This is an optimization exercise on Yosys and OpenROAD, whose aim is a short achievable clock period and few clock cycles, not a production implementation. Only simulation tests tie the RTL to the original design; equivalence was not proved. Power and IR drop assume default switching activity.

==> design/flow/design.v <==
`timescale 1ns / 1ps
module MUX2T1_32(input[31:0]I0,
				 input[31:0]I1,
				 input s,
				 output[31:0]o
    );
    assign o = s ? I1 : I0;
endmodule
`timescale 1ns / 1ps
module MUX4T1_32(
    input [1:0]s,
    input [31:0]I0, I1, I2, I3,
    output [31:0]o
    );
    wire s0 = s == 2'b00;
    wire s1 = s == 2'b01;
    wire s2 = s == 2'b10;
    wire s3 = s == 2'b11;
    assign o =  {32{s0}} & I0 |
                {32{s1}} & I1 |
                {32{s2}} & I2 |
                {32{s3}} & I3 ;
endmodule
`timescale 1ns / 1ps
module REG32(
                    input clk,
					input rst,
					input CE,
					input [31:0]D,
					output reg[31:0]Q
					);
	always @(posedge clk or posedge rst)
		if (rst)  Q <= 32'h00000000;
		else if (CE) Q <= D;
endmodule
`timescale 1ns / 1ps
module add_32(    input [31:0] a, 
				  input [31:0] b, 
				  output [31:0]c
    );
    assign c=a+b;
endmodule
`timescale 1ns / 1ps
module cmp_32(  input [31:0] a,
                input [31:0] b,
                input [2:0] ctrl,
                output c
    );
    localparam cmp_EQ  = 3'b001;
    localparam cmp_NE  = 3'b010;
    localparam cmp_LT  = 3'b011;
    localparam cmp_LTU = 3'b100;
    localparam cmp_GE  = 3'b101;
    localparam cmp_GEU = 3'b110;
    wire res_EQ  = a == b;
    wire res_NE  = ~res_EQ;
    wire res_LT  = (a[31] & ~b[31]) || (~(a[31] ^ b[31]) && a < b);
    wire res_LTU = a < b;
    wire res_GE  = ~res_LT;
    wire res_GEU = ~res_LTU;
    wire EQ  = ctrl == cmp_EQ ; 
    wire NE  = ctrl == cmp_NE ; 
    wire LT  = ctrl == cmp_LT ; 
    wire LTU = ctrl == cmp_LTU;
    wire GE  = ctrl == cmp_GE ; 
    wire GEU = ctrl == cmp_GEU;
    assign c = EQ  & res_EQ  |
               NE  & res_NE  |
               LT  & res_LT  |
               LTU & res_LTU |
               GE  & res_GE  |
               GEU & res_GEU ;
endmodule
`timescale 1ns / 1ps
module ALU(
    input[31:0] A, B,
    input[3:0] Control,
    output[31:0] res,
    output zero, overflow
);
    parameter ALU_ADD  = 4'b0001;
    parameter ALU_SUB  = 4'b0010;
    parameter ALU_AND  = 4'b0011;
    parameter ALU_OR   = 4'b0100;
    parameter ALU_XOR  = 4'b0101;
    parameter ALU_SLL  = 4'b0110;
    parameter ALU_SRL  = 4'b0111;
    parameter ALU_SLT  = 4'b1000;
    parameter ALU_SLTU = 4'b1001;
    parameter ALU_SRA  = 4'b1010;
    parameter ALU_Ap4  = 4'b1011;
    parameter ALU_Bout = 4'b1100;
    wire[4:0] shamt = B[4:0];
    wire[32:0] res_subu = {1'b0,A} - {1'b0,B};
    wire[31:0] res_ADD  = A + B;
    wire[31:0] res_SUB  = A - B;
    wire[31:0] res_AND  = A & B;
    wire[31:0] res_OR   = A | B;
    wire[31:0] res_XOR  = A ^ B;
    wire[31:0] res_SLL  = A << shamt;
    wire[31:0] res_SRL  = A >> shamt;
    wire add_of = A[31] & B[31] & ~res_ADD[31] |  
                  ~A[31] & ~B[31] & res_ADD[31];  
    wire sub_of = ~A[31] & B[31] & res_SUB[31] |  
                  A[31] & ~B[31] & ~res_SUB[31];  
    wire[31:0] res_SLT  = {31'b0, res_SUB[31] ^ sub_of};
    wire[31:0] res_SLTU = {31'b0, res_subu[32]};
    wire[31:0] res_SRA  = {{32{A[31]}}, A} >> shamt;
    wire[31:0] res_Ap4  = A + 4;
    wire[31:0] res_Bout = B;
    wire ADD  = Control == ALU_ADD ;
    wire SUB  = Control == ALU_SUB ;
    wire AND  = Control == ALU_AND ;
    wire OR   = Control == ALU_OR  ;
    wire XOR  = Control == ALU_XOR ;
    wire SLL  = Control == ALU_SLL ;
    wire SRL  = Control == ALU_SRL ;
    wire SLT  = Control == ALU_SLT ;
    wire SLTU = Control == ALU_SLTU;
    wire SRA  = Control == ALU_SRA ;
    wire Ap4  = Control == ALU_Ap4 ;
    wire Bout = Control == ALU_Bout;
    assign zero = ~|res;
    assign overflow = (Control == ALU_ADD && add_of) | 
                    (Control == ALU_SUB && sub_of);
    assign res = {32{ADD }} & res_ADD  |
                 {32{SUB }} & res_SUB  |
                 {32{AND }} & res_AND  |
                 {32{OR  }} & res_OR   |
                 {32{XOR }} & res_XOR  |
                 {32{SLL }} & res_SLL  |
                 {32{SRL }} & res_SRL  |
                 {32{SLT }} & res_SLT  |
                 {32{SLTU}} & res_SLTU |
                 {32{SRA }} & res_SRA  |
                 {32{Ap4 }} & res_Ap4  |
                 {32{Bout}} & res_Bout ;
endmodule
`timescale 1ns / 1ps
module ImmGen(
            input  wire [2:0] ImmSel,
            input  wire [31:0] inst_field,
            output[31:0] Imm_out
    );
    parameter Imm_type_I = 3'b001;
    parameter Imm_type_B = 3'b010;
    parameter Imm_type_J = 3'b011;
    parameter Imm_type_S = 3'b100;
    parameter Imm_type_U = 3'b101;
    wire I = ImmSel == Imm_type_I;
    wire B = ImmSel == Imm_type_B;
    wire J = ImmSel == Imm_type_J;
    wire S = ImmSel == Imm_type_S;
    wire U = ImmSel == Imm_type_U;
    wire[31:0] Imm_I = {{20{inst_field[31]}}, inst_field[31:20]};
    wire[31:0] Imm_B = {{20{inst_field[31]}}, inst_field[7], inst_field[30:25], inst_field[11:8], 1'b0};
    wire[31:0] Imm_J = {{12{inst_field[31]}}, inst_field[19:12], inst_field[20], inst_field[30:21],1'b0};
    wire[31:0] Imm_S = {{20{inst_field[31]}}, inst_field[31:25], inst_field[11:7]};
    wire[31:0] Imm_U = {inst_field[31:12], 12'b0};
    assign Imm_out = {32{I}} & Imm_I |
                     {32{B}} & Imm_B |
                     {32{J}} & Imm_J |
                     {32{S}} & Imm_S |
                     {32{U}} & Imm_U ;
endmodule
`timescale 1ns / 1ps
module CtrlUnit(
    input[31:0] inst,
    input cmp_res,
    output Branch, is_Branch, ALUSrc_A, ALUSrc_B, DatatoReg, RegWrite, mem_w,
        MIO, rs1use, rs2use,
    output [1:0] hazard_optype,
    output [2:0] ImmSel, cmp_ctrl,
    output [3:0] ALUControl,
    output JALR
);
    wire[6:0] funct7 = inst[31:25];
    wire[2:0] funct3 = inst[14:12];
    wire[6:0] opcode = inst[6:0];
    wire Rop = opcode == 7'b0110011;
    wire Iop = opcode == 7'b0010011;
    wire Bop = opcode == 7'b1100011;
    wire Lop = opcode == 7'b0000011;
    wire Sop = opcode == 7'b0100011;
    wire funct7_0  = funct7 == 7'h0;
    wire funct7_32 = funct7 == 7'h20;
    wire funct3_0 = funct3 == 3'h0;
    wire funct3_1 = funct3 == 3'h1;
    wire funct3_2 = funct3 == 3'h2;
    wire funct3_3 = funct3 == 3'h3;
    wire funct3_4 = funct3 == 3'h4;
    wire funct3_5 = funct3 == 3'h5;
    wire funct3_6 = funct3 == 3'h6;
    wire funct3_7 = funct3 == 3'h7;
    wire ADD  = Rop & funct3_0 & funct7_0;
    wire SUB  = Rop & funct3_0 & funct7_32;
    wire SLL  = Rop & funct3_1 & funct7_0;
    wire SLT  = Rop & funct3_2 & funct7_0;
    wire SLTU = Rop & funct3_3 & funct7_0;
    wire XOR  = Rop & funct3_4 & funct7_0;
    wire SRL  = Rop & funct3_5 & funct7_0;
    wire SRA  = Rop & funct3_5 & funct7_32;
    wire OR   = Rop & funct3_6 & funct7_0;
    wire AND  = Rop & funct3_7 & funct7_0;
    wire ADDI  = Iop & funct3_0;	
    wire SLTI  = Iop & funct3_2;
    wire SLTIU = Iop & funct3_3;
    wire XORI  = Iop & funct3_4;
    wire ORI   = Iop & funct3_6;
    wire ANDI  = Iop & funct3_7;
    wire SLLI  = Iop & funct3_1 & funct7_0;
    wire SRLI  = Iop & funct3_5 & funct7_0;
    wire SRAI  = Iop & funct3_5 & funct7_32;
    wire BEQ = Bop & funct3_0;
    wire BNE = Bop & funct3_1;
    wire BLT = Bop & funct3_4;
    wire BGE = Bop & funct3_5;
    wire BLTU = Bop & funct3_6;
    wire BGEU = Bop & funct3_7;
    wire LB =  Lop & funct3_0;
    wire LH =  Lop & funct3_1;
    wire LW =  Lop & funct3_2;
    wire LBU = Lop & funct3_4;
    wire LHU = Lop & funct3_5;
    wire SB = Sop & funct3_0;
    wire SH = Sop & funct3_1;
    wire SW = Sop & funct3_2;
    wire LUI   = opcode == 7'b0110111;
    wire AUIPC = opcode == 7'b0010111;
    wire JAL  =  opcode == 7'b1101111;
    assign JALR = (opcode == 7'b1100111) && funct3_0;
    wire R_valid = AND | OR | ADD | XOR | SLL | SRL | SRA | SUB | SLT | SLTU;
    wire I_valid = ANDI | ORI | ADDI | XORI | SLLI | SRLI | SRAI | SLTI | SLTIU;
    wire B_valid = BEQ | BNE | BLT | BGE | BLTU | BGEU;
    wire L_valid = LW | LH | LB | LHU | LBU;
    wire S_valid = SW | SH | SB;
    assign Branch = JAL | JALR | B_valid & cmp_res;
    localparam Imm_type_I = 3'b001;
    localparam Imm_type_B = 3'b010;
    localparam Imm_type_J = 3'b011;
    localparam Imm_type_S = 3'b100;
    localparam Imm_type_U = 3'b101;
    assign ImmSel = {3{I_valid | JALR | L_valid}} & Imm_type_I |
                    {3{B_valid}}                  & Imm_type_B |
                    {3{JAL}}                      & Imm_type_J |
                    {3{S_valid}}                  & Imm_type_S |
                    {3{LUI | AUIPC}}              & Imm_type_U ;
    localparam cmp_EQ  = 3'b001;
    localparam cmp_NE  = 3'b010;
    localparam cmp_LT  = 3'b011;
    localparam cmp_LTU = 3'b100;
    localparam cmp_GE  = 3'b101;
    localparam cmp_GEU = 3'b110;
    assign cmp_ctrl = {3{BEQ }} & cmp_EQ  |
                      {3{BNE }} & cmp_NE  |
                      {3{BLT }} & cmp_LT  |
                      {3{BLTU}} & cmp_LTU |
                      {3{BGE }} & cmp_GE  |
                      {3{BGEU}} & cmp_GEU ;
    assign ALUSrc_A = JAL | JALR | AUIPC;
    assign ALUSrc_B = I_valid | L_valid | S_valid | LUI | AUIPC;
    localparam ALU_ADD  = 4'b0001;
    localparam ALU_SUB  = 4'b0010;
    localparam ALU_AND  = 4'b0011;
    localparam ALU_OR   = 4'b0100;
    localparam ALU_XOR  = 4'b0101;
    localparam ALU_SLL  = 4'b0110;
    localparam ALU_SRL  = 4'b0111;
    localparam ALU_SLT  = 4'b1000;
    localparam ALU_SLTU = 4'b1001;
    localparam ALU_SRA  = 4'b1010;
    localparam ALU_Ap4  = 4'b1011;
    localparam ALU_Bout = 4'b1100;
    assign ALUControl = {4{ADD | ADDI | L_valid | S_valid | AUIPC}} & ALU_ADD  |
                        {4{SUB}}                                    & ALU_SUB  |
                        {4{AND | ANDI}}                             & ALU_AND  |
                        {4{OR | ORI}}                               & ALU_OR   |
                        {4{XOR | XORI}}                             & ALU_XOR  |
                        {4{SLL | SLLI}}                             & ALU_SLL  |
                        {4{SRL | SRLI}}                             & ALU_SRL  |
                        {4{SLT | SLTI}}                             & ALU_SLT  |
                        {4{SLTU | SLTIU}}                           & ALU_SLTU |
                        {4{SRA | SRAI}}                             & ALU_SRA  |
                        {4{JAL | JALR}}                             & ALU_Ap4  |
                        {4{LUI}}                                    & ALU_Bout ;
    assign DatatoReg = L_valid;
    assign RegWrite = R_valid | I_valid | JAL | JALR | L_valid | LUI | AUIPC;
    assign mem_w = S_valid;
    assign mem_r = L_valid;
    assign rs1use = R_valid | I_valid | B_valid | JALR | L_valid | S_valid;
    assign rs2use = R_valid | B_valid | S_valid;
    assign is_Branch = JAL | B_valid;
    localparam hazard_optype_ALU = 2'd1;
    localparam hazard_optype_LOAD = 2'd2;
    localparam hazard_optype_STORE = 2'd3;
    assign hazard_optype = {2{R_valid | I_valid | JAL | JALR | LUI | AUIPC}}
                                                     & hazard_optype_ALU  | 
                            {2{L_valid}}             & hazard_optype_LOAD |
                            {2{S_valid}}             & hazard_optype_STORE;
endmodule
`timescale 1ps/1ps
module HazardDetectionUnit(
    input clk,
    input fetch_fail, rs1use_ID, rs2use_ID,
    input[1:0] hazard_optype_ID,
    input[4:0] rd_EXE, rd_MEM, rs1_ID, rs2_ID, rs2_EXE,
    output PC_EN_IF, reg_FD_EN, reg_FD_stall, reg_FD_flush,
        reg_DE_EN, reg_DE_flush, reg_EM_EN, reg_EM_flush, reg_MW_EN,
    output forward_ctrl_ls,
    output[1:0] forward_ctrl_A, forward_ctrl_B
);
    reg[1:0] hazard_optype_EXE, hazard_optype_MEM;
    always@(posedge clk) begin
        hazard_optype_MEM <= hazard_optype_EXE;
        hazard_optype_EXE <= hazard_optype_ID & {2{~reg_DE_flush}};
    end
    localparam hazard_optype_ALU = 2'd1;
    localparam hazard_optype_LOAD = 2'd2;
    localparam hazard_optype_STORE = 2'd3;
    wire rs1_forward_1     = rs1use_ID && rs1_ID == rd_EXE && rd_EXE && hazard_optype_EXE == hazard_optype_ALU;
    wire rs1_forward_stall = rs1use_ID && rs1_ID == rd_EXE && rd_EXE && hazard_optype_EXE == hazard_optype_LOAD;
    wire rs1_forward_2     = rs1use_ID && rs1_ID == rd_MEM && rd_MEM && hazard_optype_MEM == hazard_optype_ALU;
    wire rs1_forward_3     = rs1use_ID && rs1_ID == rd_MEM && rd_MEM && hazard_optype_MEM == hazard_optype_LOAD;
    wire rs2_forward_1     = rs2use_ID && rs2_ID == rd_EXE && rd_EXE && hazard_optype_EXE == hazard_optype_ALU;
    wire rs2_forward_stall = rs2use_ID && rs2_ID == rd_EXE && rd_EXE && hazard_optype_EXE == hazard_optype_LOAD
                             && hazard_optype_ID != hazard_optype_STORE;
    wire rs2_forward_2     = rs2use_ID && rs2_ID == rd_MEM && rd_MEM && hazard_optype_MEM == hazard_optype_ALU;
    wire rs2_forward_3     = rs2use_ID && rs2_ID == rd_MEM && rd_MEM && hazard_optype_MEM == hazard_optype_LOAD;
    wire load_stall = rs1_forward_stall | rs2_forward_stall;
    assign PC_EN_IF = ~load_stall;
    assign reg_FD_stall = load_stall;
    assign reg_FD_flush = fetch_fail;
    assign reg_DE_flush = load_stall;
    assign reg_FD_EN = 1'b1;
    assign reg_DE_EN = 1'b1;
    assign reg_EM_EN = 1'b1;
    assign reg_EM_flush = 1'b0;
    assign reg_MW_EN = 1'b1;
    assign forward_ctrl_A = rs1_forward_1 ? 2'd1 :
                            rs1_forward_2 ? 2'd2 :
                            rs1_forward_3 ? 2'd3 : 2'd0;
    assign forward_ctrl_B = rs2_forward_1 ? 2'd1 :
                            rs2_forward_2 ? 2'd2 :
                            rs2_forward_3 ? 2'd3 : 2'd0;
    assign forward_ctrl_ls = rs2_EXE == rd_MEM && rd_MEM != 5'd0 && hazard_optype_EXE == hazard_optype_STORE
                            && hazard_optype_MEM == hazard_optype_LOAD;
endmodule
`timescale 1ns / 1ps
module BHT #(
        parameter  ADDR_TAG_LEN  = 4   
    )(
        input clk, rst,
        input [31:0] PC_IF,
        input [31:0] PC_ID,
        input Branch_ID,
        input is_Branch_ID,
        output Jmp
    );
    localparam BHT_SIZE = 1 << ADDR_TAG_LEN;
    wire hit_IF;
    reg  hit_ID;
    reg [31 : 0] BHT_TAG [BHT_SIZE-1 : 0];
    reg [1 : 0]  BHT_STA [BHT_SIZE-1 : 0];
    wire [ADDR_TAG_LEN-1 : 0] index_IF, index_ID;
    assign index_IF = PC_IF[ADDR_TAG_LEN+1 : 2];    
    assign index_ID = PC_ID[ADDR_TAG_LEN+1 : 2];
    assign hit_IF = (PC_IF == BHT_TAG[index_IF]);
    assign Jmp = BHT_STA[index_IF][1] & hit_IF;
    integer i;
    always@(posedge clk) begin
        hit_ID <= hit_IF;
    end
    always @(posedge clk or posedge rst) begin
        if (rst) begin
            for (i = 0; i < BHT_SIZE; i = i + 1) begin
                BHT_TAG[i] <= 0;
                BHT_STA[i] <= 2'b01;
            end
        end
        else begin
            if (is_Branch_ID) begin
                if (!hit_ID) BHT_TAG[index_ID] <= PC_ID;
                case(BHT_STA[index_ID])  
                    2'b00:BHT_STA[index_ID] <= Branch_ID ? 2'b01 : 2'b00;
                    2'b01:BHT_STA[index_ID] <= Branch_ID ? 2'b11 : 2'b00;
                    2'b10:BHT_STA[index_ID] <= Branch_ID ? 2'b11 : 2'b00;
                    2'b11:BHT_STA[index_ID] <= Branch_ID ? 2'b11 : 2'b10;
                endcase
            end
        end
    end
endmodule
`timescale 1ns / 1ps
module BTB #(
        parameter  ADDR_TAG_LEN  = 4   
    )(
        input clk, rst,
        input [31:0] PC_IF,
        input [31:0] PC_ID,
        input hit_ID,
        input Branch_ID,
        input is_Branch_ID,
        input [31:0] Branch_Addr,  
        output hit,
        output [31:0] Pred_PC
    );
    localparam BTB_SIZE = 1 << ADDR_TAG_LEN;
    reg [31 : 0] BTB_TAG [BTB_SIZE-1 : 0];   
    reg [31 : 0] BTB_PPC [BTB_SIZE-1 : 0];   
    integer i;
    wire [ADDR_TAG_LEN-1 : 0] index_IF, index_ID;
    assign index_IF = PC_IF[ADDR_TAG_LEN+1 : 2];    
    assign index_ID = PC_ID[ADDR_TAG_LEN+1 : 2];
    assign hit = (PC_IF == BTB_TAG[index_IF]);
    assign Pred_PC = BTB_PPC[index_IF];
    always@(posedge clk or posedge rst) begin
        if (rst) begin
            for(i = 0; i < BTB_SIZE; i = i + 1) begin
                BTB_TAG[i] <= 0;
                BTB_PPC[i] <= 0;
            end
        end
        else if(is_Branch_ID) begin
            if (!hit_ID) begin  
                BTB_TAG[index_ID] <= PC_ID;
                BTB_PPC[index_ID] <= Branch_Addr;
            end
        end
    end
endmodule
`timescale 1ns / 1ps
module BranchPredictUnit(
        input clk, rst,
        input [31:0] PC_IF,
        input [31:0] PC_ID,
        input data_stall,
        input flush,
        input Branch_ID,
        input is_Branch_ID,
        input [31:0] Branch_Addr,
        output fail,
        output [31:0] NPC
    );
    wire [31:0] Pred_PC_BTB;
    wire fail_1, fail_2;
    reg hit_ID;
    reg pred_jmp_ID;
    always@(posedge clk or posedge rst) begin
        if (rst) begin
            hit_ID <= 1'b0;
            pred_jmp_ID <= 1'b0;
        end
        else if (!data_stall & flush) begin
            hit_ID <= 1'b0;
            pred_jmp_ID <= 1'b0;
        end
        else if (!data_stall) begin
            hit_ID <= hit_IF;
            pred_jmp_ID <= pred_jmp_IF;
        end
        else begin
            hit_ID <= hit_ID;
            pred_jmp_ID <= pred_jmp_ID;
        end
    end
    BHT BHT (.clk(clk), .rst(rst), .PC_IF(PC_IF), .PC_ID(PC_ID),
             .Branch_ID(Branch_ID), .is_Branch_ID(is_Branch_ID),
             .Jmp(pred_jmp_IF));
    BTB BTB (.clk(clk), .rst(rst), .PC_IF(PC_IF), .PC_ID(PC_ID), .hit_ID(hit_ID),
             .Branch_ID(Branch_ID), .is_Branch_ID(is_Branch_ID), .Branch_Addr(Branch_Addr),
             .hit(hit_IF), .Pred_PC(Pred_PC_BTB));
    assign fail_1 = pred_jmp_ID ^ Branch_ID;
    assign fail_2 = pred_jmp_ID & ~hit_ID & ~fail_1;
    assign fail = fail_1 | fail_2;
    assign NPC = {32{~fail &  pred_jmp_IF}}  & Pred_PC_BTB |
                 {32{~fail & ~pred_jmp_IF}}  & PC_IF + 4   |
                 {32{fail_1 &  pred_jmp_ID}} & PC_ID + 4   |
                 {32{fail_1 & ~pred_jmp_ID | fail_2}} & Branch_Addr;
endmodule
`timescale 1ns / 1ps
module     Regs(input clk,
				input rst,
				input [4:0] R_addr_A, 
				input [4:0] R_addr_B, 
				input [4:0] Wt_addr, 
				input [31:0]Wt_data, 
				input L_S, 
				output [31:0] rdata_A, 
				output [31:0] rdata_B,
				input [4:0] Debug_addr,          
				output[31:0] Debug_regs         
			  );
reg [31:0] register [1:31]; 				 
integer i;
	assign rdata_A = (R_addr_A == 0)? 0 : register[R_addr_A]; 	  
	assign rdata_B = (R_addr_B == 0)? 0 : register[R_addr_B];     
	always @(negedge clk or posedge rst) 
      begin
		if (rst) 	 begin 			 
		    for (i=1; i<32; i=i+1)
		    register[i] <= 0;	 
		end 
		else begin
		     if ((Wt_addr != 0) && (L_S == 1)) 	 
		     register[Wt_addr] <= Wt_data;
		end
	end
    assign Debug_regs = (Debug_addr == 0) ? 0 : register[Debug_addr];                
endmodule
`timescale 1ns / 1ps
module    REG_IF_ID(input clk,                                       
                    input rst,
                    input EN,
                    input Data_stall,
                    input flush,
                    input [31:0] PCOUT,
                    input [31:0] IR,
                    output reg[31:0] IR_ID,
                    output reg[31:0] PCurrent_ID
                );
    always @(posedge clk or posedge rst) begin
        if(rst) begin
             IR_ID <= 32'h00000000;
             PCurrent_ID <= 32'h00000000;
            end
        else if(EN)begin
                if(Data_stall)begin
                    IR_ID <= IR_ID;                           
                    PCurrent_ID <= PCurrent_ID;  end          
                else if(flush)begin
                        IR_ID <= 32'h00000013;               
                        PCurrent_ID <= PCurrent_ID;  end     
                else begin
                        IR_ID <= IR;                        
                        PCurrent_ID <= PCOUT;  end          
            end
            else begin
                IR_ID <= IR_ID;
                PCurrent_ID <= PCurrent_ID;
            end
    end
endmodule
`timescale 1ns / 1ps
module    REG_ID_EX(input clk,                                          
                    input rst,
                    input EN,                                           
                    input flush,                                        
                    input [31:0] IR_ID,                                 
                    input [31:0] PCurrent_ID,                           
                    input [4:0] rs1_addr,                                
                    input [4:0] rs2_addr,                                
                    input [31:0] rs1_data,                              
                    input [31:0] rs2_data,                              
                    input [31:0] Imm32,                                 
                    input [4:0]  rd_addr,                               
                    input ALUSrc_A,                              
                    input ALUSrc_B,                              
                    input [3:0]  ALUC,                                  
                    input DatatoReg,                             
                    input RegWrite,                                     
                    input WR,
                    input [2:0] u_b_h_w,
                    input MIO,
                    output reg[31:0] PCurrent_EX,
                    output reg[31:0] IR_EX,                             
                    output reg[4:0]  rs1_EX,
                    output reg[4:0]  rs2_EX,
                    output reg[31:0] A_EX,                              
                    output reg[31:0] B_EX,                              
                    output reg[31:0] Imm32_EX,                           
                    output reg[4:0]  rd_EX,
                    output reg       ALUSrc_A_EX,                       
                    output reg       ALUSrc_B_EX,                       
                    output reg[3:0]  ALUC_EX,                           
                    output reg       DatatoReg_EX,                      
                    output reg       RegWrite_EX,
                    output reg       WR_EX,                             
                    output reg[2:0]  u_b_h_w_EX,
                    output reg       MIO_EX
                );
    always @(posedge clk or posedge rst) begin                            
    if(rst) begin
        rd_EX        <= 0;
        RegWrite_EX  <= 0;
        WR_EX        <= 0;
        IR_EX        <= 32'h00000000;
        PCurrent_EX  <= 32'h00000000 ;
        rs1_EX       <= 0;
        rs2_EX       <= 0;
        MIO_EX       <= 0;
        A_EX         <= 0;
        B_EX         <= 0;
        Imm32_EX     <= 0;
        ALUSrc_A_EX  <= 0;
        ALUSrc_B_EX  <= 0;
        ALUC_EX      <= 0;
        DatatoReg_EX <= 0;
        u_b_h_w_EX   <= 0;
    end
    else if(EN)begin
            if(flush)begin                                
                IR_EX       <= 32'h00000000;              
                rd_EX       <= 0;                         
                RegWrite_EX <= 0;                         
                WR_EX       <= 0;                         
                PCurrent_EX <= PCurrent_ID;               
                MIO_EX       <= 0;
            end
            else begin                                    
                PCurrent_EX <= PCurrent_ID;               
                IR_EX       <= IR_ID;                     
                A_EX        <= rs1_data;                  
                B_EX        <= rs2_data;                  
                Imm32_EX    <= Imm32;                     
                rd_EX       <= rd_addr;                   
                rs1_EX      <= rs1_addr;
                rs2_EX      <= rs2_addr;
                ALUSrc_A_EX <= ALUSrc_A;                  
                ALUSrc_B_EX <= ALUSrc_B;                  
                ALUC_EX     <= ALUC;                      
                DatatoReg_EX<= DatatoReg;                
                RegWrite_EX <= RegWrite;                  
                WR_EX       <= WR;                        
                u_b_h_w_EX    <= u_b_h_w;
                MIO_EX       <= MIO;
                end
        end
    end
endmodule
`timescale 1ns / 1ps
module   REG_EX_MEM(input clk,                                       
                    input rst,
                    input EN,                                        
                    input flush,                                     
                    input [31:0] IR_EX,                              
                    input [31:0] PCurrent_EX,                        
                    input [31:0] ALUO_EX,                            
                    input [31:0] B_EX,                               
                    input [4:0]  rd_EX,                              
                    input DatatoReg_EX,                       
                    input RegWrite_EX,                               
                    input WR_EX,                                     
                    input[2:0] u_b_h_w_EX,
                    input MIO_EX,
                    output reg[31:0] PCurrent_MEM,                   
                    output reg[31:0] IR_MEM,                         
                    output reg[31:0] ALUO_MEM,                       
                    output reg[31:0] Datao_MEM,                      
                    output reg[4:0]  rd_MEM,                         
                    output reg       DatatoReg_MEM,                  
                    output reg       RegWrite_MEM,                   
                    output reg       WR_MEM,                          
                    output reg[2:0]  u_b_h_w_MEM,
                    output reg       MIO_MEM
                );
    always @(posedge clk or posedge rst) begin
        if(rst) begin
            IR_MEM       <= 0;
            PCurrent_MEM <= 0;
            rd_MEM       <= 0;
            RegWrite_MEM <= 0;
            WR_MEM       <= 0;
            MIO_MEM      <= 0;
            ALUO_MEM     <= 0;
            Datao_MEM    <= 0;
            DatatoReg_MEM <= 0;
            u_b_h_w_MEM  <= 0;
        end
        else if(EN) begin                                       
                IR_MEM       <= IR_EX;
                PCurrent_MEM <= PCurrent_EX;                   
                ALUO_MEM     <= ALUO_EX;                       
                Datao_MEM    <= B_EX;                          
                DatatoReg_MEM <= DatatoReg_EX;                       
                RegWrite_MEM  <= RegWrite_EX;                  
                WR_MEM        <= WR_EX;                        
                rd_MEM        <= rd_EX;                        
                u_b_h_w_MEM   <= u_b_h_w_EX;
                MIO_MEM       <= MIO_EX;
        end
    end
endmodule
`timescale 1ns / 1ps
module   REG_MEM_WB(input clk,                                       
                    input rst,
                    input EN,
                    input [31:0] IR_MEM,                              
                    input [31:0] PCurrent_MEM,
                    input [31:0] ALUO_MEM,                            
                    input [31:0] Datai,                               
                    input [4:0]  rd_MEM,
                    input DatatoReg_MEM,                       
                    input RegWrite_MEM,
                    output reg[31:0] PCurrent_WB,
                    output reg[31:0] IR_WB,                         
                    output reg[31:0] ALUO_WB,                       
                    output reg[31:0] MDR_WB,                        
                    output reg[4:0]  rd_WB,
                    output reg       DatatoReg_WB,                  
                    output reg       RegWrite_WB
                );
    always @(posedge clk or posedge rst) begin
        if(rst) begin
            rd_WB       <= 0;
            RegWrite_WB <= 0;
            IR_WB       <= 0;
            PCurrent_WB <= 0;
        end
        else if(EN)begin                                       
                IR_WB       <= IR_MEM;
                PCurrent_WB <= PCurrent_MEM;             
                ALUO_WB     <= ALUO_MEM;                     
                MDR_WB      <= Datai;
                rd_WB       <= rd_MEM;
                RegWrite_WB <= RegWrite_MEM;
                DatatoReg_WB <= DatatoReg_MEM;           
            end
    end
endmodule
`timescale 1ns / 1ps
module MemIF(
    input [31:0] addr,
    input [31:0] wdata,
    input we,
    input [2:0] u_b_h_w,
    output[31:0] dmem_addr,
    output[31:0] dmem_wdata,
    output[3:0]  dmem_wstrb,
    input [31:0] dmem_rdata,
    output[31:0] rdata
);
    assign dmem_addr = addr;
    assign dmem_wdata = u_b_h_w[1] ? wdata :
                        u_b_h_w[0] ? {2{wdata[15:0]}} :
                                     {4{wdata[7:0]}};
    assign dmem_wstrb = {4{we}} & (u_b_h_w[1] ? 4'b1111 :
                                   u_b_h_w[0] ? (4'b0011 << addr[1:0]) :
                                                (4'b0001 << addr[1:0]));
    wire[15:0] half = addr[1] ? dmem_rdata[31:16] : dmem_rdata[15:0];
    wire[7:0]  byte_ = addr[0] ? half[15:8] : half[7:0];
    assign rdata = u_b_h_w[1] ? dmem_rdata :
                   u_b_h_w[0] ? {u_b_h_w[2] ? 16'b0 : {16{half[15]}}, half} :
                   {u_b_h_w[2] ? 24'b0 : {24{byte_[7]}}, byte_};
endmodule
`timescale 1ns / 1ps
module  RV32core(
        input clk,   
        input rst,   
        output[31:0] imem_addr,
        input [31:0] imem_data,
        output[31:0] dmem_addr,
        output[31:0] dmem_wdata,
        output[3:0]  dmem_wstrb,
        input [31:0] dmem_rdata
    );
    wire debug_clk = clk;
    wire Branch_ctrl, is_Branch_ctrl, JALR, RegWrite_ctrl, mem_w_ctrl, MIO_ctrl,
        ALUSrc_A_ctrl, ALUSrc_B_ctrl, DatatoReg_ctrl, rs1use_ctrl, rs2use_ctrl;
    wire[1:0] hazard_optype_ctrl;
    wire[2:0] ImmSel_ctrl, cmp_ctrl;
    wire[3:0] ALUControl_ctrl;
    wire fail;
    wire forward_ctrl_ls;
    wire[1:0] forward_ctrl_A, forward_ctrl_B;
    wire PC_EN_IF;
    wire [31:0] PC_IF, next_PC_IF, PC_4_IF, inst_IF;
    wire reg_FD_EN,reg_FD_stall,reg_FD_flush, cmp_res_ID;
    wire [31:0] jump_PC_ID, PC_ID, inst_ID, Debug_regs, rs1_data_reg, rs2_data_reg,
        Imm_out_ID, rs1_data_ID, rs2_data_ID, addA_ID;
    wire reg_DE_EN, reg_DE_flush, RegWrite_EXE, mem_w_EXE, MIO_EXE,
        ALUSrc_A_EXE, ALUSrc_B_EXE, ALUzero_EXE, ALUoverflow_EXE, DatatoReg_EXE;
    wire[2:0] u_b_h_w_EXE;
    wire[3:0] ALUControl_EXE;
    wire[4:0] rs1_EXE, rs2_EXE, rd_EXE;
    wire[31:0] ALUout_EXE, PC_EXE, inst_EXE, rs1_data_EXE, rs2_data_EXE, Imm_EXE,
        ALUA_EXE, ALUB_EXE, Dataout_EXE;
    wire reg_EM_EN, reg_EM_flush, RegWrite_MEM, DatatoReg_MEM, mem_w_MEM, MIO_MEM;
    wire[2:0] u_b_h_w_MEM;
    wire[4:0] rd_MEM;
    wire[31:0] ALUout_MEM, PC_MEM, inst_MEM, Dataout_MEM, Datain_MEM;
    wire reg_MW_EN, RegWrite_WB, DatatoReg_WB;
    wire[4:0] rd_WB;
    wire [31:0] wt_data_WB, PC_WB, inst_WB, ALUout_WB, Datain_WB;
    REG32 REG_PC(.clk(debug_clk),.rst(rst),.CE(PC_EN_IF),.D(next_PC_IF),.Q(PC_IF));
    add_32 add_IF(.a(PC_IF),.b(32'd4),.c(PC_4_IF));
    assign imem_addr = PC_IF;
    assign inst_IF = imem_data;
    BranchPredictUnit branch_unit(.clk(debug_clk), .rst(rst), .PC_IF(PC_IF), .PC_ID(PC_ID),
        .data_stall(reg_FD_stall), .flush(reg_FD_flush), .Branch_ID(Branch_ctrl), .is_Branch_ID(is_Branch_ctrl), .Branch_Addr(jump_PC_ID),
        .fail(fail), .NPC(next_PC_IF));
    REG_IF_ID reg_IF_ID(.clk(debug_clk),.rst(rst),.EN(reg_FD_EN),.Data_stall(reg_FD_stall),
        .flush(reg_FD_flush),.PCOUT(PC_IF),.IR(inst_IF),
        .IR_ID(inst_ID),.PCurrent_ID(PC_ID));
    CtrlUnit ctrl(.inst(inst_ID),.cmp_res(cmp_res_ID),
        .Branch(Branch_ctrl),.is_Branch(is_Branch_ctrl),
        .ALUSrc_A(ALUSrc_A_ctrl),.ALUSrc_B(ALUSrc_B_ctrl),.DatatoReg(DatatoReg_ctrl),.RegWrite(RegWrite_ctrl),
        .mem_w(mem_w_ctrl),.MIO(MIO_ctrl),.rs1use(rs1use_ctrl),.rs2use(rs2use_ctrl),
        .hazard_optype(hazard_optype_ctrl),.ImmSel(ImmSel_ctrl),.cmp_ctrl(cmp_ctrl),
        .ALUControl(ALUControl_ctrl),.JALR(JALR));
    Regs register(.clk(debug_clk),.rst(rst),.L_S(RegWrite_WB),.R_addr_A(inst_ID[19:15]),
        .R_addr_B(inst_ID[24:20]),.rdata_A(rs1_data_reg),.rdata_B(rs2_data_reg),
        .Wt_addr(rd_WB),.Wt_data(wt_data_WB),
        .Debug_addr(5'd0),.Debug_regs(Debug_regs));
    ImmGen imm_gen(.ImmSel(ImmSel_ctrl),.inst_field(inst_ID),.Imm_out(Imm_out_ID));
    MUX4T1_32 mux_forward_A(.I0(rs1_data_reg),.I1(ALUout_EXE),.I2(ALUout_MEM),.I3(Datain_MEM),         
        .s(forward_ctrl_A),.o(rs1_data_ID));
    MUX4T1_32 mux_forward_B(.I0(rs2_data_reg),.I1(ALUout_EXE),.I2(ALUout_MEM),.I3(Datain_MEM),         
        .s(forward_ctrl_B),.o(rs2_data_ID));
    MUX2T1_32 mux_branch_ID(.I0(PC_ID),.I1(rs1_data_ID),.s(JALR),.o(addA_ID));
    add_32 add_branch_ID(.a(addA_ID),.b(Imm_out_ID),.c(jump_PC_ID));
    cmp_32 cmp_ID(.a(rs1_data_ID),.b(rs2_data_ID),.ctrl(cmp_ctrl),.c(cmp_res_ID));        
    HazardDetectionUnit hazard_unit(.clk(debug_clk),.fetch_fail(fail | JALR),.rs1use_ID(rs1use_ctrl),
        .rs2use_ID(rs2use_ctrl),.hazard_optype_ID(hazard_optype_ctrl),.rd_EXE(rd_EXE),
        .rd_MEM(rd_MEM),.rs1_ID(inst_ID[19:15]),.rs2_ID(inst_ID[24:20]),.rs2_EXE(rs2_EXE),
        .PC_EN_IF(PC_EN_IF),.reg_FD_EN(reg_FD_EN),.reg_FD_stall(reg_FD_stall),
        .reg_FD_flush(reg_FD_flush),.reg_DE_EN(reg_DE_EN),.reg_DE_flush(reg_DE_flush),
        .reg_EM_EN(reg_EM_EN),.reg_EM_flush(reg_EM_flush),.reg_MW_EN(reg_MW_EN),
        .forward_ctrl_ls(forward_ctrl_ls),.forward_ctrl_A(forward_ctrl_A),
        .forward_ctrl_B(forward_ctrl_B));
    REG_ID_EX reg_ID_EX(.clk(debug_clk),.rst(rst),.EN(reg_DE_EN),.flush(reg_DE_flush),.IR_ID(inst_ID),
        .PCurrent_ID(PC_ID),.rs1_addr(inst_ID[19:15]),.rs2_addr(inst_ID[24:20]),.rs1_data(rs1_data_ID),
        .rs2_data(rs2_data_ID),.Imm32(Imm_out_ID),.rd_addr(inst_ID[11:7]),.ALUSrc_A(ALUSrc_A_ctrl),
        .ALUSrc_B(ALUSrc_B_ctrl),.ALUC(ALUControl_ctrl),.DatatoReg(DatatoReg_ctrl),
        .RegWrite(RegWrite_ctrl),.WR(mem_w_ctrl),.u_b_h_w(inst_ID[14:12]),.MIO(MIO_ctrl),
        .PCurrent_EX(PC_EXE),.IR_EX(inst_EXE),.rs1_EX(rs1_EXE),.rs2_EX(rs2_EXE),
        .A_EX(rs1_data_EXE),.B_EX(rs2_data_EXE),.Imm32_EX(Imm_EXE),.rd_EX(rd_EXE),
        .ALUSrc_A_EX(ALUSrc_A_EXE),.ALUSrc_B_EX(ALUSrc_B_EXE),.ALUC_EX(ALUControl_EXE),
        .DatatoReg_EX(DatatoReg_EXE),.RegWrite_EX(RegWrite_EXE),.WR_EX(mem_w_EXE),
        .u_b_h_w_EX(u_b_h_w_EXE),.MIO_EX(MIO_EXE));
    MUX2T1_32 mux_A_EXE(.I0(rs1_data_EXE),.I1(PC_EXE),.s(ALUSrc_A_EXE),.o(ALUA_EXE));      
    MUX2T1_32 mux_B_EXE(.I0(rs2_data_EXE),.I1(Imm_EXE),.s(ALUSrc_B_EXE),.o(ALUB_EXE));     
    ALU alu(.A(ALUA_EXE),.B(ALUB_EXE),.Control(ALUControl_EXE),
        .res(ALUout_EXE),.zero(ALUzero_EXE),.overflow(ALUoverflow_EXE));
    MUX2T1_32 mux_forward_EXE(.I0(rs2_data_EXE),.I1(Datain_MEM),.s(forward_ctrl_ls),.o(Dataout_EXE));         
    REG_EX_MEM reg_EXE_MEM(.clk(debug_clk),.rst(rst),.EN(reg_EM_EN),.flush(reg_EM_flush),
        .IR_EX(inst_EXE),.PCurrent_EX(PC_EXE),.ALUO_EX(ALUout_EXE),.B_EX(Dataout_EXE),
        .rd_EX(rd_EXE),.DatatoReg_EX(DatatoReg_EXE),.RegWrite_EX(RegWrite_EXE),
        .WR_EX(mem_w_EXE),.u_b_h_w_EX(u_b_h_w_EXE),.MIO_EX(MIO_EXE),
        .PCurrent_MEM(PC_MEM),.IR_MEM(inst_MEM),.ALUO_MEM(ALUout_MEM),.Datao_MEM(Dataout_MEM),
        .rd_MEM(rd_MEM),.DatatoReg_MEM(DatatoReg_MEM),.RegWrite_MEM(RegWrite_MEM),
        .WR_MEM(mem_w_MEM),.u_b_h_w_MEM(u_b_h_w_MEM),.MIO_MEM(MIO_MEM));
    MemIF mem_if(.addr(ALUout_MEM),.wdata(Dataout_MEM),.we(mem_w_MEM),.u_b_h_w(u_b_h_w_MEM),
        .dmem_addr(dmem_addr),.dmem_wdata(dmem_wdata),.dmem_wstrb(dmem_wstrb),.dmem_rdata(dmem_rdata),
        .rdata(Datain_MEM));
    REG_MEM_WB reg_MEM_WB(.clk(debug_clk),.rst(rst),.EN(reg_MW_EN),.IR_MEM(inst_MEM),
        .PCurrent_MEM(PC_MEM),.ALUO_MEM(ALUout_MEM),.Datai(Datain_MEM),.rd_MEM(rd_MEM),
        .DatatoReg_MEM(DatatoReg_MEM),.RegWrite_MEM(RegWrite_MEM),
        .PCurrent_WB(PC_WB),.IR_WB(inst_WB),.ALUO_WB(ALUout_WB),.MDR_WB(Datain_WB),
        .rd_WB(rd_WB),.DatatoReg_WB(DatatoReg_WB),.RegWrite_WB(RegWrite_WB));
    MUX2T1_32 mux_WB(.I0(ALUout_WB),.I1(Datain_WB),.s(DatatoReg_WB),.o(wt_data_WB));
endmodule
==> design/flow/run.sh <==
#!/bin/bash
# synth_recipe.tcl (not shown) runs the flow's synth.tcl, then flattens the netlist and writes it again
# the make line also repeats each setting of config.mk as NAME=value (left out here)
make -C /OpenROAD-flow-scripts/flow DESIGN_CONFIG=/design/flow/config.mk WORK_HOME=/design/flow/orfs CLKGATE_MAP_FILE= SYNTH_SCRIPT=/design/flow/synth_recipe.tcl finish
==> design/flow/config.mk <==
export PLATFORM = sky130hd
export DESIGN_NAME = RV32core
export DESIGN_NICKNAME = RV32core
export VERILOG_FILES = /design/flow/design.v
export SDC_FILE = /design/flow/constraint.sdc
export NUM_CORES = 8
export LEC_CHECK = 0
export CAP_MARGIN = 20
export CORE_MARGIN = 2
export CORE_UTILIZATION = 40
export SLEW_MARGIN = 20
==> design/flow/constraint.sdc <==
create_clock -name core_clock -period 17.0 [get_ports {clk}]
set_input_delay 3.4000 -clock core_clock [delete_from_list [all_inputs] [get_ports {clk}]]
set_output_delay 3.4000 -clock core_clock [all_outputs]
set_load 0.01 [all_outputs]
==> results.txt <==
cell usage after synthesis, types with 22 or more instances:
| cell | count |
|---|---|
| nor2b_1 | 50 |
| ha_1 | 173 |
| a22o_1 | 274 |
| nand3_1 | 196 |
| or2_2 | 53 |
| or4_1 | 22 |
| a21oi_1 | 941 |
| or3_1 | 36 |
| o221ai_1 | 36 |
| buf_2 | 62 |
| and3_1 | 58 |
| buf_1 | 148 |
| o22ai_1 | 48 |
| nand4_1 | 229 |
| and2_1 | 60 |
| nor4_1 | 55 |
| clkbuf_1 | 1124 |
| edfxtp_1 | 65 |
| nand2b_1 | 64 |
| nand3b_1 | 23 |
| inv_1 | 166 |
| dfrtn_1 | 992 |
| a2111oi_0 | 22 |
| mux2i_1 | 274 |
| o21a_1 | 36 |
| a221o_1 | 57 |
| nor3_1 | 114 |
| dfrtp_1 | 1881 |
| xnor2_1 | 105 |
| a222oi_1 | 161 |
| xor2_1 | 65 |
| a31oi_1 | 67 |
| nand2_1 | 2344 |
| a22oi_1 | 860 |
| o21ai_0 | 1286 |
| o211ai_1 | 39 |
| mux2_2 | 837 |
| nor2_1 | 1012 |
| a221oi_1 | 316 |
| a21o_1 | 89 |
| a211oi_1 | 69 |
| o32a_1 | 32 |
report_power, final:
part | switching [uW] | total, uW | internal (uW)
Clock | 3070 | 7290 | 4210
Combinational | 3390 | 4750 | 1350
Sequential | 473 | 8080 | 7610
Total | 6940 | 20100 | 13200
worst max-delay path by stage:
stage	cells after the start	startpoint	to
6_report	24	register.register[3][16]	REG_PC.Q[16]
5_1_grt	25	register.register[3][16]	REG_PC.Q[9]
4_1_cts	24	register.register[3][16]	REG_PC.Q[16]
3_5_place_dp	24	register.register[3][16]	REG_PC.Q[16]
3_3_place_gp	24	register.register[3][16]	REG_PC.Q[9]
2_1_floorplan	1	rst	reg_MEM_WB.ALUO_WB[0]
cell families after synthesis:
logic type / count (synthesis) / share of synthesized area (%)
xor gates and xnor gates: 170 / 1.02
and+or+nand+nor: 4380 / 12.9
muxes: 1128 / 8.60
AOI/OAI and AO/OA: 4557 / 20.7
adders and majority gates: 176 / 1.53
DFF: 2959 / 51.0
buffers and inverters: 1537 / 4.13
flip-flops by register name, summed over array words and instances (netlist names), 512 cells and up:
register,count
branch_unit.BTB.BTB_PPC,512
register.register,992
branch_unit.BTB.BTB_TAG,512
branch_unit.BHT.BHT_TAG,512
through the flow:
| stage | worst slack (ps) | util (%) |
|---|---|---|
| finish | 609 | 45.3 |
| global route | 411 | 45.3 |
| CTS | 980 | 45.3 |
| detailed placement | 964 | 42.3 |
| global placement | 898 | 42.3 |
| floorplan | -35870 | - |
final cells by class:
cell class              count  share of cell area, %
inverters                 171                  0.393
clock inverters            99                  0.721
repair buffers            676                   3.50
flip-flops and latches   2959                   45.3
diodes                     17                 0.0259
clock buffers             484                   5.86
multi-input cells       10400                   40.6
well taps                4794                   3.65
metal layers:
layer,GRT usage [%],vias up,part of all wire (%)
met5,0,-,0.014
met4,23.5,16,8.2
met3,10.3,2698,13
met2,50.4,9725,41
met1,45.8,64900,37
li1,-,53300,-
==> results.yml <==
sta:
  drv_slew: 0
  setup_viol_count_final: 0
  slew_headroom_pct: 9.49
  finalHoldViolCount: 0
  clock_skew_ps: 149
  tightest_slew_ps: 1350
  fin_tns_setup_ps: 0
  grt_setup_unrepaired: "false"
  holdWs_ps: 365
floorplan:
  die_area_mm2: 0.369
  ioPinCount: 166
  coreArea_mm2: 0.363
  rows: 221
  initial_core_util_pct: 40.2
  die_x_um: 608
  die_h_um: 608
cells_and_area:
  final_cell_count_no_fill: 19600
  stdcell_area_mm2: 0.164
  area_growth_pct: 12.8
  regArea_mm2: 0.0744
  multi_input_area_mm2: 0.0667
  nets: 14800
  n_fill_cell: 34500
  drive_above_1_share_pct: 14.9
  final_common_cell: "nand2_1"
  final_cell_mix: "nand2_1, dfrtp_1, o21ai_0"
setup_path:
  r2r-end: "REG_PC.Q[16]"
  slowest_delay_ps: 660
  cp_cell_sequence: "a22oi_1 > nand4_1 > or3_1 > nor4_1 > nor3_1 > buf_4 > a221oi_1 > nand2_1 > ha_1 > nand4_1 > nor4_1 > nand2_1 > or4_1 > nand3_1 > o21ai_0 > a22oi_1 > o21a_1 > ha_1 > nand2_1 > o21ai_2 > buf_4 > o221ai_1 > a2111oi_0 > a211oi_1"
  crit_family: "compound AO/OA/AOI/OAI gates"
  path_buf_inv: 2
  crit_fanout: 19
  cpMostUsedCell: "nand2_1"
  timing.reg2reg.setup_slack_ps: 610
  worst-setup-path-type: "reg -> reg"
  start_kind: "flop"
  crit_required_ps: 17820
  arrival_ps: 17210
  worst_setup_path_end_kind: "flop"
  regToRegStartpoint: "register.register[3][16]"
  r2r_cells: 24
  slowest_stage: "o21a_1"
synth:
  yosysTopAreaCellShare_pct: 32.3
  synth_area_leader_cell: "dfrtp_1"
  syn_area_per_cell_um2: 9.77
  synth_fp_nets: 15100
  synth_ff_type: "dfrtp_1"
  ys_types: 105
  yosysWarnings: 18
  ys_ff_latch: 2959
  yosysSeqAreaShare_pct: 51.0
  synth_area_mm2: 0.146
  yosys-top-cells-area: "dfrtp_1, dfrtn_1, mux2_2"
  synthArstFlopShare_pct: 97.6
  synth_edf_count: 65
  synthCells: 14900
detailed_routing:
  wl_per_cell_um: 34.1
  dr.pass1.iters: 14
  drt_iter0_drc: 22400
  wl_um: 668000
  postRouteAntennaNets: 0
  drcViolationCount: 0
  dr_total_vias: 131000
  via_per_inst: 6.66
pwr:
  power_uw: 20100
  p_per_area_mw_per_mm2: 122
  p_leak_uw: 0.0747
  vdd_drop_max_mv: 0.103
min_path:
  hold_end: "reg_EXE_MEM.RegWrite_MEM"
  hold_depth: 0
  min-delay-start: "reg_ID_EX.RegWrite_EX"
  hold_class: "reg -> reg"
clock_network:
  clk_latency_ps: 1000
  post_cts_buffers: 0
  cts_buffer_depth: 4
  cts-root-buf: "clkbuf_16"
  clk_pin_slew_ps: 60
  cts_inserted_buffers: 324
  htree_num_levels: 5
  cts_tree: "built"
  cts.sinks: 2959
  cts-hold-fix-buffers: 0
  ctsResizeCount: 0
place:
  place_congestion: 1.01
  io_buffers: 165
  placed_cells: 19000
  placed_area_mm2: 0.153
  hpwlAfterDp_um: 397000
global_route:
  track_usage_pct: 35.1
  antenna_found_initial: 39
  grt_start_max_net_pins: 178
  grt-ovfl-total: 0
  grt_first_pass_wirelength_um: 942000
  grt_pass1_vias: 124000
run:
  cap_viol_max_count: 0
outcome:
  outcome: "complete, no violations"
Testbench counts, summed over its fixed seeds: cycles 332,118.
